Context: an optimization exercise on an open-source flow, tuned for small area. The choices shown serve that exercise and are no tape-out recipe. Only simulation tests tie the RTL to the original design; equivalence was not proved. No driver is modelled on the clock port, so clocking that relies on it looks cheaper here than on a real chip. No activity file was given, so power comes from the tool's default toggle rates.

## job 1061
Design SDRAM_arbit, start of the top module:
module SDRAM_arbit(
    input                   sysclk_100M         ,
    input                   rst_n               ,
    output                  CKE                 ,
    output                  cs_n                ,
    output  reg             ras_n               ,
    output  reg             cas_n               ,
    output  reg             we_n                ,
    output          [12:0]  addr                ,
    output          [ 1:0]  ba                  ,
    output          [ 1:0]  dqm                 ,
    output                  dq_oe               ,   
    input                   write_trig          ,   
    output  reg             write_data_vld      ,   
    input                   read_trig           ,
    output  reg             read_data_vld       ,   
    output  reg             write_end
);
Size in the first run: ~400 cells after synthesis, ~3900 µm² of cells after synthesis.
clock: 10.0 ns
lec_check: 0
cap_margin: 20
core_margin: 2
core_utilization: 40
slew_margin: 20
standard.sh (not shown) runs the stock make flow with config.mk's settings and CLKGATE_MAP_FILE= SYNTH_SCRIPT=/design/flow/synth_recipe.tcl, a recipe that flattens the netlist after the stock synthesis.
==> flow/flow/run.sh <==
#!/bin/bash
cp standard.sh standard_sh_copy.log
export BUFFER_PORTS_ARGS="-buffer_cell sky130_fd_sc_hd__buf_1"
export CTS_ARGS="-sink_clustering_enable -repair_clock_nets -dont_use_dummy_load -buf_list sky130_fd_sc_hd__clkbuf_16 -root_buf sky130_fd_sc_hd__clkbuf_8"
export SKIP_REPAIR_TIE_FANOUT=1
bash standard.sh > standard.log 2>&1
The inputs of job 2203 differ from those of job 1061 as listed below.
==> flow/flow/run.sh <==
#!/bin/bash
cp standard.sh standard_sh_copy.log
export BUFFER_PORTS_ARGS="-buffer_cell sky130_fd_sc_hd__buf_1"
export CTS_ARGS="-sink_clustering_enable -repair_clock_nets -dont_use_dummy_load -root_buf sky130_fd_sc_hd__clkbuf_16 -buf_list sky130_fd_sc_hd__clkbuf_4"
export SKIP_REPAIR_TIE_FANOUT=1
# after clock tree synthesis, size cells down where timing allows
export POST_CTS_TCL="$(pwd)/flow/recover.tcl"
bash standard.sh > standard.log 2>&1
==> flow/flow/recover.tcl (new file) <==
# After clock tree synthesis: the design has several ns of setup slack, so
# size cells down where timing allows (power recovery), then re-legalize.
log_cmd estimate_parasitics -placement
log_cmd repair_timing -recover_power 100 -verbose
log_cmd detailed_placement
log_cmd check_placement -verbose
Compared with job 1061, job 2203 ends up with more cell area. Compare job 2203 and job 1061 | count of routing violations after the opening detailed-route iteration lower: job 2203. Via density per instance in job 2203 vs job 1061: down about 0.6%. Job 1061 and job 2203 ended up with roughly the same post-route non-filler standard cell count. Smallest setup slack after layout on job 2203 is down relative to job 1061. Job 2203 vs job 1061: highest attainable clock frequency down. On worst slew margin relative to its limit: between job 2203 and job 1061, it ends up higher for job 2203. Count of nets after finishing essentially unchanged between job 1061 and job 2203. The lower worst reg-to-reg setup slack of job 2203 and job 1061 is in job 2203. Sequential group power essentially unchanged between job 2203 and job 1061.
For job 5118, these inputs were changed with respect to job 2203:
==> flow/flow/run.sh <==
#!/bin/bash
cp standard.sh standard_sh_copy.log
export BUFFER_PORTS_ARGS="-buffer_cell sky130_fd_sc_hd__buf_1"
export CTS_ARGS="-sink_clustering_enable -repair_clock_nets -dont_use_dummy_load -buf_list sky130_fd_sc_hd__clkbuf_4 -root_buf sky130_fd_sc_hd__clkbuf_8 -sink_clustering_size 10"
bash standard.sh > standard.log 2>&1
removed: flow/flow/recover.tcl
## What came out
Relative max-transition margin: job 2203 and job 5118 compared, higher one is job 2203
Diff job 2203 -> job 5118: routing usage on met3 has increased; largest net degree at the start of global routing stayed essentially flat; final design area excluding fillers down 1.8%; total power -about 9%.
For job 5072, these inputs were changed with respect to job 5118:
==> flow/flow/run.sh <==
#!/bin/bash
# The standard layout (standard.sh: standard synthesis, floorplan, place,
# CTS, route, finish) with changes made only through ORFS's own variables:
#  - the port buffers use the smallest buffer cell (buf_1);
#  - clock tree synthesis builds the tree from clkbuf_8 without dummy loads;
#  - the two tie cells of synthesis (tie-high, tie-low) are kept instead of
#    one tie cell per constant pin;
#  - after clock tree synthesis, cells are sized down where timing allows
#    (flow/recover.tcl).
# All tool output goes to standard.log here and to ORFS's logs under orfs/.
cp standard.sh standard_sh_copy.log
export BUFFER_PORTS_ARGS="-buffer_cell sky130_fd_sc_hd__buf_1"
export CTS_ARGS="-sink_clustering_enable -repair_clock_nets -dont_use_dummy_load -buf_list sky130_fd_sc_hd__clkbuf_8 -root_buf sky130_fd_sc_hd__clkbuf_8"
export SKIP_REPAIR_TIE_FANOUT=1
export POST_CTS_TCL="$(pwd)/flow/recover.tcl"
bash standard.sh > standard.log 2>&1
==> flow/flow/recover.tcl (new file) <==
# After clock tree synthesis: the design has several ns of setup slack, so
# size cells down where timing allows (power recovery), then re-legalize.
log_cmd estimate_parasitics -placement
log_cmd repair_timing -recover_power 100 -verbose
log_cmd detailed_placement
log_cmd check_placement -verbose
==> results.txt <==
- Row sequential share of layout area: job 5072 higher / job 5118 lower
- Average vias per placed instance was higher in job 5118 than in job 5072.
- Multi-input gate count: lower on job 5072
- Job 5072 vs. job 5118: leakage power summed over all cells went down; total via count in the routed design lost 42.
- The final area in job 5072 sits 26 µm² below the value recorded for job 5118.
- Half-perimeter wire length after placement, job 5118 and job 5072, higher one = job 5072.
- Job 5072 ends up with a smallest hold slack that is 0.0038 ns higher than in job 5118.
[inputs] job 1261 vs job 5072
==> flow/flow/run.sh <==
#!/bin/bash
cp standard.sh standard_sh_copy.log
export BUFFER_PORTS_ARGS="-buffer_cell sky130_fd_sc_hd__buf_1"
export CTS_ARGS="-sink_clustering_enable -repair_clock_nets -dont_use_dummy_load -buf_list sky130_fd_sc_hd__clkbuf_4 -root_buf sky130_fd_sc_hd__clkbuf_8 -tree_buf sky130_fd_sc_hd__clkbuf_4 -sink_clustering_buffer sky130_fd_sc_hd__clkbuf_4 -sink_clustering_size 6"
bash standard.sh > standard.log 2>&1
removed: flow/flow/recover.tcl
[summary]
Result for job 5072 and job 1261: all clean
Per the comparison of job 1261 with job 5072, number of standard cells in the final layout excluding fillers grew by 4, proportion of cell area occupied by registers shrank by 0.27 points, number of detailed-routing iterations run before antenna repair grew by 1.
Final critical-path share of the clock period sits lower in job 1261 than in job 5072.
For the routed length per instance, job 1261 came in about 1.1% lower than job 5072 did.
Looking at job 5072 and job 1261, the maximum resistive drop on vdd is a wash.
Looking at most used routing layer, the met2 result is from job 5072; the met1 one comes from job 1261.
Higher layout filler cell count goes to job 1261 over job 5072.
Diff job 5072 -> job 1261: worst setup slack rose 0.061 ns; clock skew about even; design area rose 26 µm²; clock power share about even.
What job 694 does differently from job 1261 at the input level:
==> flow/flow/run.sh <==
#!/bin/bash
# The standard layout (standard.sh: standard synthesis, floorplan, place,
# CTS, route, finish) with changes made only through ORFS's own variables:
#  - the port buffers use the smallest buffer cell (buf_1);
#  - clock tree synthesis builds the tree from clkbuf_8 without dummy loads;
#  - the two tie cells of synthesis (tie-high, tie-low) are kept instead of
#    one tie cell per constant pin;
#  - after clock tree synthesis, cells are sized down where timing allows
#    (flow/recover.tcl).
# All tool output goes to standard.log here and to ORFS's logs under orfs/.
cp standard.sh standard_sh_copy.log
export BUFFER_PORTS_ARGS="-buffer_cell sky130_fd_sc_hd__buf_1"
export CTS_ARGS="-sink_clustering_enable -repair_clock_nets -dont_use_dummy_load -buf_list sky130_fd_sc_hd__clkbuf_8 -root_buf sky130_fd_sc_hd__clkbuf_8"
export SKIP_REPAIR_TIE_FANOUT=1
export POST_CTS_TCL="$(pwd)/flow/recover.tcl"
export POST_FLOORPLAN_TCL="$(pwd)/flow/remap.tcl"
bash standard.sh > standard.log 2>&1
==> flow/flow/recover.tcl (new file) <==
# After clock tree synthesis: the design has several ns of setup slack, so
# size cells down where timing allows (power recovery), then re-legalize.
log_cmd estimate_parasitics -placement
log_cmd repair_timing -recover_power 100 -verbose
log_cmd detailed_placement
log_cmd check_placement -verbose
==> flow/flow/remap.tcl (new file) <==
# After floorplan: re-map the combinational logic for area with OpenROAD's
# restructure (ABC), keeping every register.
log_cmd estimate_parasitics -placement
set lib [lindex $::env(LIB_FILES) 0]
log_cmd restructure -target area -liberty_file $lib \
  -tiehi_port sky130_fd_sc_hd__conb_1/HI -tielo_port sky130_fd_sc_hd__conb_1/LO \
  -work_dir $::env(OBJECTS_DIR) -abc_logfile $::env(LOG_DIR)/2_restructure_abc.log
### Flow results
The total power of job 694 is lower than that of job 1261.
Delta (job 694 minus job 1261): clock share of power now sits higher; count of final setup violators now sits at about the same level.

Setup of fjord:
SDRAM_arbit again, from the RTL that the note above started with.
## SDRAM_arbit
module SDRAM_arbit(
    input                   sysclk_100M         ,
    input                   rst_n               ,
    output                  CKE                 ,
    output                  cs_n                ,
    output  reg             ras_n               ,
    output  reg             cas_n               ,
    output  reg             we_n                ,
    output          [12:0]  addr                ,
    output          [ 1:0]  ba                  ,
    output          [ 1:0]  dqm                 ,
    output                  dq_oe               ,   
    input                   write_trig          ,   
    output  reg             write_data_vld      ,   
    input                   read_trig           ,
    output  reg             read_data_vld       ,   
    output  reg             write_end
);
localparam  RW      = 10                        ;    
localparam  [RW-1:0] ROW_LAST = 938 - 1;    
localparam  [6:0]    COL_LAST = (256 >> 2) - 1;  
localparam  [2:0]   A_INIT  = 3'b000 ,
                    A_ARB   = 3'b001 ,
                    A_REF   = 3'b010 ,
                    A_W0    = 3'b100 ,    
                    A_W1    = 3'b101 ,
                    A_R0    = 3'b110 ,    
                    A_R1    = 3'b111 ;
reg     [ 2:0]  ast         ;
reg             wr_flag     ;    
wire    a_init  = (ast == A_INIT)               ;
wire    a_arb   = (ast == A_ARB)                ;
wire    a_ref   = (ast == A_REF)                ;
wire    a_wr    = ast[2] & ~ast[1]              ;
wire    a_rd    = ast[2] &  ast[1]              ;
wire    ack_w   = (ast == A_W0)                 ;
wire    ack_r   = (ast == A_R0)                 ;
  ...
clock: 10.0 ns
lec_check: 0
cap_margin: 20
core_margin: 2
core_utilization: 40
slew_margin: 20
==> flow/flow/run.sh <==
#!/bin/bash
cp standard.sh standard_sh_copy.log
export BUFFER_PORTS_ARGS="-buffer_cell sky130_fd_sc_hd__buf_1"
export CTS_ARGS="-sink_clustering_enable -repair_clock_nets -dont_use_dummy_load -buf_list sky130_fd_sc_hd__clkbuf_8 -root_buf sky130_fd_sc_hd__clkbuf_8"
export SKIP_REPAIR_TIE_FANOUT=1
# after clock tree synthesis, size cells down where timing allows
export POST_CTS_TCL="$(pwd)/flow/recover.tcl"
bash standard.sh > standard.log 2>&1
==> flow/flow/recover.tcl <==
# After clock tree synthesis: the design has several ns of setup slack, so
# size cells down where timing allows (power recovery), then re-legalize.
log_cmd estimate_parasitics -placement
log_cmd repair_timing -recover_power 100 -verbose
log_cmd detailed_placement
log_cmd check_placement -verbose
Both conditions hold for fjord: the flow ran to the end and the final layout passed the timing, DRC and antenna checks.
Here is what was changed in the inputs of willow compared with fjord.
==> flow/run.sh (new file) <==
#!/bin/bash
# synth_recipe.tcl (not shown) runs the flow's synth.tcl, then flattens the netlist and writes it again
# the make line also repeats each setting of config.mk as NAME=value (left out here)
make -C /OpenROAD-flow-scripts/flow DESIGN_CONFIG=/design/flow/config.mk WORK_HOME=/design/flow/orfs CLKGATE_MAP_FILE= SYNTH_SCRIPT=/design/flow/synth_recipe.tcl finish
removed: flow/flow/run.sh
removed: flow/flow/recover.tcl
removed: flow/standard.sh
Results
The flow did not stop early for willow: all stages ran, and the layout cleared the timing, DRC and antenna checks.
willow vs. fjord: clock network area share up 2.6 points; hold slack decreased by 0.0062 ns relative to the old numbers; part of the total power dissipated in combinational logic neither gained nor lost much.
Taking fjord as the reference, in willow final area shows an increase of 6.9%, sequential cell count essentially unchanged, register-to-register setup slack moved up.
Input-level comparison between lagoon and willow:
==> flow/flow/run.sh (new file) <==
#!/bin/bash
# The standard layout (standard.sh: standard synthesis, floorplan, place,
# CTS, route, finish) with changes made only through ORFS's own variables:
#  - after floorplan, OpenROAD's restructure re-maps the combinational logic
#    for area (flow/remap.tcl); registers are not touched;
#  - the port buffers use the smallest buffer cell (buf_1);
#  - clock tree synthesis builds the tree from clkbuf_8 without dummy loads;
#  - the two tie cells of synthesis (tie-high, tie-low) are kept instead of
#    one tie cell per constant pin;
#  - after clock tree synthesis, cells are sized down where timing allows
#    (flow/recover.tcl).
# All tool output goes to standard.log here and to ORFS's logs under orfs/.
cp standard.sh standard_sh_copy.log
export BUFFER_PORTS_ARGS="-buffer_cell sky130_fd_sc_hd__buf_1"
export CTS_ARGS="-sink_clustering_enable -repair_clock_nets -dont_use_dummy_load -buf_list sky130_fd_sc_hd__clkbuf_8 -root_buf sky130_fd_sc_hd__clkbuf_8"
export SKIP_REPAIR_TIE_FANOUT=1
export POST_FLOORPLAN_TCL="$(pwd)/flow/remap.tcl"
export POST_CTS_TCL="$(pwd)/flow/recover.tcl"
bash standard.sh > standard.log 2>&1
==> flow/flow/recover.tcl (new file) <==
# After clock tree synthesis: the design has several ns of setup slack, so
# size cells down where timing allows (power recovery), then re-legalize.
log_cmd estimate_parasitics -placement
log_cmd repair_timing -recover_power 100 -verbose
log_cmd detailed_placement
log_cmd check_placement -verbose
==> flow/flow/remap.tcl (new file) <==
# After floorplan: re-map the combinational logic for area with OpenROAD's
# restructure (ABC), keeping every register.
log_cmd estimate_parasitics -placement
set lib [lindex $::env(LIB_FILES) 0]
log_cmd restructure -target area -liberty_file $lib \
  -tiehi_port sky130_fd_sc_hd__conb_1/HI -tielo_port sky130_fd_sc_hd__conb_1/LO \
  -work_dir $::env(OBJECTS_DIR) -abc_logfile $::env(LOG_DIR)/2_restructure_abc.log
==> flow/standard.sh (new file) <==
#!/bin/bash
# synth_recipe.tcl (not shown) runs the flow's synth.tcl, then flattens the netlist and writes it again
# the make line also repeats each setting of config.mk as NAME=value (left out here)
make -C /OpenROAD-flow-scripts/flow DESIGN_CONFIG=/design/flow/config.mk WORK_HOME=/design/flow/orfs CLKGATE_MAP_FILE= SYNTH_SCRIPT=/design/flow/synth_recipe.tcl "${@:-finish}"
removed: flow/run.sh
==> comparison <==
- In summary, willow completed successfully, with a layout that passed the timing, DRC and antenna checks.
- Every stage of the flow completed for lagoon, and the final layout passed the timing, DRC and antenna checks.
- | worst path setup slack after routing | lagoon vs willow | 0.094 ns lower |
- Final critical path time including I/O delays and setup is higher on lagoon
- Against willow, global placement routability congestion in lagoon rose by a few percent.
- Sequential share of layout area is lower on willow
- A biggest cell category by area in the final layout of multi-input gates is what willow shows, while sequential cells belongs to lagoon.
- When lagoon is set beside willow, its overall power after layout turns out to be 18% smaller.
- In lagoon, the critical path depth came out about 14% above the value in willow.
- Per the comparison of lagoon with willow, synthesized cell count comparable; first-pass GRT wire length comparable; non-clock buffer count now larger.
- Lower internal power component goes to lagoon over willow.
The following lists how quartz was set up differently from lagoon:
==> flow/flow/run.sh <==
#!/bin/bash
cp standard.sh standard_sh_copy.log
export BUFFER_PORTS_ARGS="-buffer_cell sky130_fd_sc_hd__buf_1"
export CTS_ARGS="-sink_clustering_enable -repair_clock_nets -dont_use_dummy_load -buf_list sky130_fd_sc_hd__clkbuf_8 -root_buf sky130_fd_sc_hd__clkbuf_8"
export SKIP_REPAIR_TIE_FANOUT=1
bash standard.sh > standard.log 2>&1
removed: flow/flow/recover.tcl
removed: flow/flow/remap.tcl
## What came out
Lower area growth from synthesis to final layout goes to lagoon over quartz. Delta (quartz minus lagoon): final worst slack now larger, global-route usage now smaller, cell count now smaller. The lower wire length of the first global-routing pass came out of quartz. When the final numbers for lagoon and quartz were put side by side, the cell count of the worst hold path turned out to be greater in lagoon. Worst hold slack after final layout ended up 0.0090 ns higher on quartz than on lagoon. After detailed routing, lagoon needs more wire than quartz. Between lagoon and quartz, the flow reports power per cell area decreasing slightly.

[separate check: timing with driven ports]
No port has a modelled driver above. Below, the same layouts with a new extraction and two added sets of constraints. Step 1, drivers: a clkbuf_16 drives sysclk_100M and a buf_2 each remaining input, both assumed. Step 2 also shifts input and output timing later by t, the mid clock arrival at the registers, as if the neighbouring blocks saw the same clock. Slacks: ideal ports / drivers / drivers and shift; pairs: ideal ports / drivers.
| run | t (ns) | slack for setup (ns) | worst hold slack (ns) | worst register clock-pin slew, ns | cell pins on the clock port's net |
|---|---|---|---|---|---|
| job 1061 | 0.379 | 5.358 / 5.358 / 5.358 | 0.433 / 0.433 / 0.433 | 0.09 / 0.09 | 1 |
| job 2203 | 0.364 | 5.323 / 5.323 / 5.323 | 0.435 / 0.435 / 0.435 | 0.06 / 0.06 | 1 |
| job 5118 | 0.378 | 5.388 / 5.388 / 5.388 | 0.434 / 0.434 / 0.434 | 0.10 / 0.10 | 1 |
| job 5072 | 0.379 | 5.327 / 5.327 / 5.327 | 0.438 / 0.438 / 0.438 | 0.09 / 0.09 | 1 |
| job 1261 | 0.378 | 5.388 / 5.388 / 5.388 | 0.434 / 0.434 / 0.434 | 0.10 / 0.10 | 1 |
| job 694 | 0.378 | 5.311 / 5.311 / 5.311 | 0.424 / 0.424 / 0.424 | 0.09 / 0.09 | 1 |
| fjord | 0.379 | 5.327 / 5.327 / 5.327 | 0.438 / 0.438 / 0.438 | 0.09 / 0.09 | 1 |
| willow | 0.391 | 5.404 / 5.404 / 5.404 | 0.432 / 0.432 / 0.432 | 0.09 / 0.09 | 1 |
| lagoon | 0.378 | 5.311 / 5.311 / 5.311 | 0.424 / 0.424 / 0.424 | 0.09 / 0.09 | 1 |
| quartz | 0.379 | 5.358 / 5.358 / 5.358 | 0.433 / 0.433 / 0.433 | 0.09 / 0.09 | 1 |
After both steps every run listed still meets setup and hold.
